This is an optimization exercise on Yosys and OpenROAD, whose aim is small area, a short achievable clock period and few clock cycles, not a production implementation. In this exercise RTL edits were held to simulation tests only and were not proved equivalent to the original.

==> flow/design.v (excerpt) <==
module frigate_cpu (
	input  wire        clk,
	input  wire        rst_n,
	output wire [31:0] i_haddr,
	output wire [1:0]  i_htrans,
	output wire [2:0]  i_hsize,
	output wire [3:0]  i_hprot,
	input  wire        i_hready,
	input  wire [31:0] i_hrdata,
	output wire [31:0] d_haddr,
	output wire        d_hwrite,
	output wire [1:0]  d_htrans,
	output wire [2:0]  d_hsize,
	output wire [3:0]  d_hprot,
	output wire        d_hexcl,
	input  wire        d_hready,
	input  wire        d_hexokay,
	output wire [31:0] d_hwdata,
	input  wire [31:0] d_hrdata
);
Size in the first run: about 15,000 cells after synthesis, about 140,000 um2 of cells after synthesis.
Settings: LEC_CHECK=0, CAP_MARGIN=20, CORE_MARGIN=2, CORE_UTILIZATION=40, SLEW_MARGIN=20; clock period 20.0 ns.
standard.sh (not shown) runs the stock make flow with config.mk's settings and CLKGATE_MAP_FILE= SYNTH_SCRIPT=/design/flow/synth_recipe.tcl, a recipe that flattens the netlist after the stock synthesis.
==> flow/flow/run.sh <==
#!/bin/bash
set -euo pipefail
MARGIN=10.5
bash standard.sh synth > synth.log 2>&1
bash standard.sh SETUP_SLACK_MARGIN=$MARGIN finish > layout.log 2>&1

drv_ok() {
	python3 - "$1" <<'PY'
import json, sys
r = json.load(open(sys.argv[1]))
bad = r.get("finish__timing__drv__max_slew", 0) or r.get("finish__timing__drv__max_cap", 0)
sys.exit(1 if bad else 0)
PY
}

REPORT=orfs/logs/sky130hd/frigate_cpu/base/6_report.json
n=1
for density in 0.64 0.56; do
	if drv_ok $REPORT; then
		break
	fi
	n=$((n + 1))
	bash standard.sh clean_floorplan clean_place clean_cts clean_route clean_finish > clean$n.log 2>&1
	bash standard.sh SETUP_SLACK_MARGIN=$MARGIN PLACE_DENSITY=$density finish > layout$n.log 2>&1
done
Testbench counts at the start, summed over its fixed seeds: cycles 609,054.
Edit:
==> flow/flow/run.sh (replaced) <==
#!/bin/bash
set -euo pipefail
bash standard.sh synth > synth.log 2>&1
bash standard.sh SETUP_SLACK_MARGIN=11 finish > layout.log 2>&1
- CORE_UTILIZATION: 40 -> 50
With this change the flow finished but failed the layout checks on capacitance limit, slew limit; first-iteration DRC count climbs by 10%; final area climbs by 2.3%; die area drops by 20%; worst setup slack is worse by 0.26 ns; register-to-register slack is better by 0.28 ns; synthesized cell count does not change.
Edit:
==> flow/flow/run.sh (replaced) <==
#!/bin/bash
set -euo pipefail
MARGIN=11
bash standard.sh synth > synth.log 2>&1
bash standard.sh SETUP_SLACK_MARGIN=$MARGIN finish > layout.log 2>&1

drv_ok() {
	python3 - "$1" <<'PY'
import json, sys
r = json.load(open(sys.argv[1]))
bad = r.get("finish__timing__drv__max_slew", 0) or r.get("finish__timing__drv__max_cap", 0)
sys.exit(1 if bad else 0)
PY
}

REPORT=orfs/logs/sky130hd/frigate_cpu/base/6_report.json
n=1
for density in 0.64 0.56; do
	if drv_ok $REPORT; then
		break
	fi
	n=$((n + 1))
	bash standard.sh clean_floorplan clean_place clean_cts clean_route clean_finish > clean$n.log 2>&1
	bash standard.sh SETUP_SLACK_MARGIN=$MARGIN PLACE_DENSITY=$density finish > layout$n.log 2>&1
done
Result:
- With this change the flow completed with no timing, DRC or antenna violations
- final area falls by 1.6%
- first-iteration DRC count falls by 3.8%
- setup slack gets better by 0.20 ns
- wire length falls by 8.8%
- non-clock buffer count falls by 174

---

Setup of job 101:
frigate_cpu again, from the RTL that the note above started with.
export LEC_CHECK = 0
export CAP_MARGIN = 20
export CORE_MARGIN = 2
export CORE_UTILIZATION = 40
export SLEW_MARGIN = 20
create_clock -name core_clock -period 20.0 [get_ports {clk}]
==> flow/flow/run.sh <==
#!/bin/bash
set -euo pipefail
MARGIN=11.5
bash standard.sh synth > synth.log 2>&1
bash standard.sh SETUP_SLACK_MARGIN=$MARGIN finish > layout.log 2>&1

drv_ok() {
	python3 - "$1" <<'PY'
import json, sys
r = json.load(open(sys.argv[1]))
bad = r.get("finish__timing__drv__max_slew", 0) or r.get("finish__timing__drv__max_cap", 0)
sys.exit(1 if bad else 0)
PY
}

REPORT=orfs/logs/sky130hd/frigate_cpu/base/6_report.json
n=1
for density in 0.64 0.56; do
	if drv_ok $REPORT; then
		break
	fi
	n=$((n + 1))
	bash standard.sh clean_floorplan clean_place clean_cts clean_route clean_finish > clean$n.log 2>&1
	bash standard.sh SETUP_SLACK_MARGIN=$MARGIN PLACE_DENSITY=$density finish > layout$n.log 2>&1
done
Every stage of the flow completed for job 101, and the final layout passed the timing, design-rule and antenna checks.
Testbench counts of job 101, summed over its fixed seeds: cycles 609,054.
#### Input delta (job 102 over job 101)
diff --git a/flow/flow/run.sh b/flow/flow/run.sh
--- a/flow/flow/run.sh
+++ b/flow/flow/run.sh
@@ -1,5 +1,5 @@
 #!/bin/bash
 set -euo pipefail
-MARGIN=11.5
+MARGIN=10
 bash standard.sh synth > synth.log 2>&1
 bash standard.sh SETUP_SLACK_MARGIN=$MARGIN finish > layout.log 2>&1
### Flow results
Of job 101 and job 102, job 102 shows the lower area share of buffers outside the clock network, with job 101 above it.
Against job 101, job 102 comes in 2 lower on sum of buffers and inverters on the critical path.
Number of global-route vias before repair went down by a few percent going from job 101 to job 102.
Compared to job 101, the router laid down less metal wire for job 102.
Total vias in the final route, job 101 and job 102, lower one = job 102.
Share of final-layout standard cells stronger than drive strength 1 for job 102: 4.1 points down relative to job 101
Non-clock buffer count: job 102 < job 101
Input changes introduced in job 103 (baseline for comparison: job 102):
diff --git a/flow/flow/run.sh b/flow/flow/run.sh
--- a/flow/flow/run.sh
+++ b/flow/flow/run.sh
@@ -1,5 +1,5 @@
 #!/bin/bash
 set -euo pipefail
-MARGIN=10
+MARGIN=11
 bash standard.sh synth > synth.log 2>&1
 bash standard.sh SETUP_SLACK_MARGIN=$MARGIN finish > layout.log 2>&1
### Flow results
- On job 103: setup slack at placement is 0.39 ns higher than what job 102 gave.
- Comparing job 103 and job 102, the lower critical path depth was measured on job 102.
- Comparing job 103 with job 102, the clock slew at the register clock pins of the worst setup and hold paths came out essentially unchanged.
- On fmax, job 103 does better than job 102.
- Cmp job 103 and job 102 / clock buffer count in the final layout / higher: job 103
- [compare] base=job 102 new=job 103: number of global-route vias before repair higher, setup slack higher, clock skew higher.

## afterwards: timing with drivers on the ports
No port has a modelled driver above. Below, the same layouts with a new extraction and two added sets of constraints. Step 1 assumes that a clkbuf_16 drives the clock port and a buf_2 every other input. Step 2 moves the port delays by t, midway between the first and last clock arrival at a register: inputs arrive t later, outputs are due t later. That takes back most of the time a late clock gives input paths. Three values: ideal, step 1, step 2; two values: the first two.
run | shift t [ns] | slack for setup (ns) | worst setup path at the end | latest minus earliest clock arrival (ns)
the first run of note 1 | 1.048 | 10.447 / 10.343 / 9.486 | input to register | 0.175 / 0.175
the second run of note 1 | 1.041 | 10.187 / 10.093 / 10.046 | input to register | 0.173 / 0.173
the third run of note 1 | 1.057 | 10.391 / 10.282 / 9.977 | input to register | 0.138 / 0.137
job 101 | 1.023 | 10.361 / 10.261 / 10.336 | input to register | 0.129 / 0.130
job 102 | 1.059 | 9.963 / 9.849 / 9.223 | input to register | 0.185 / 0.184
job 103 | 1.046 | 10.147 / 10.028 / 9.916 | input to register | 0.204 / 0.203
The setup slack of the first run of note 1, which loses most, moves by -0.104 ns with the drivers and by -0.961 ns with both steps.
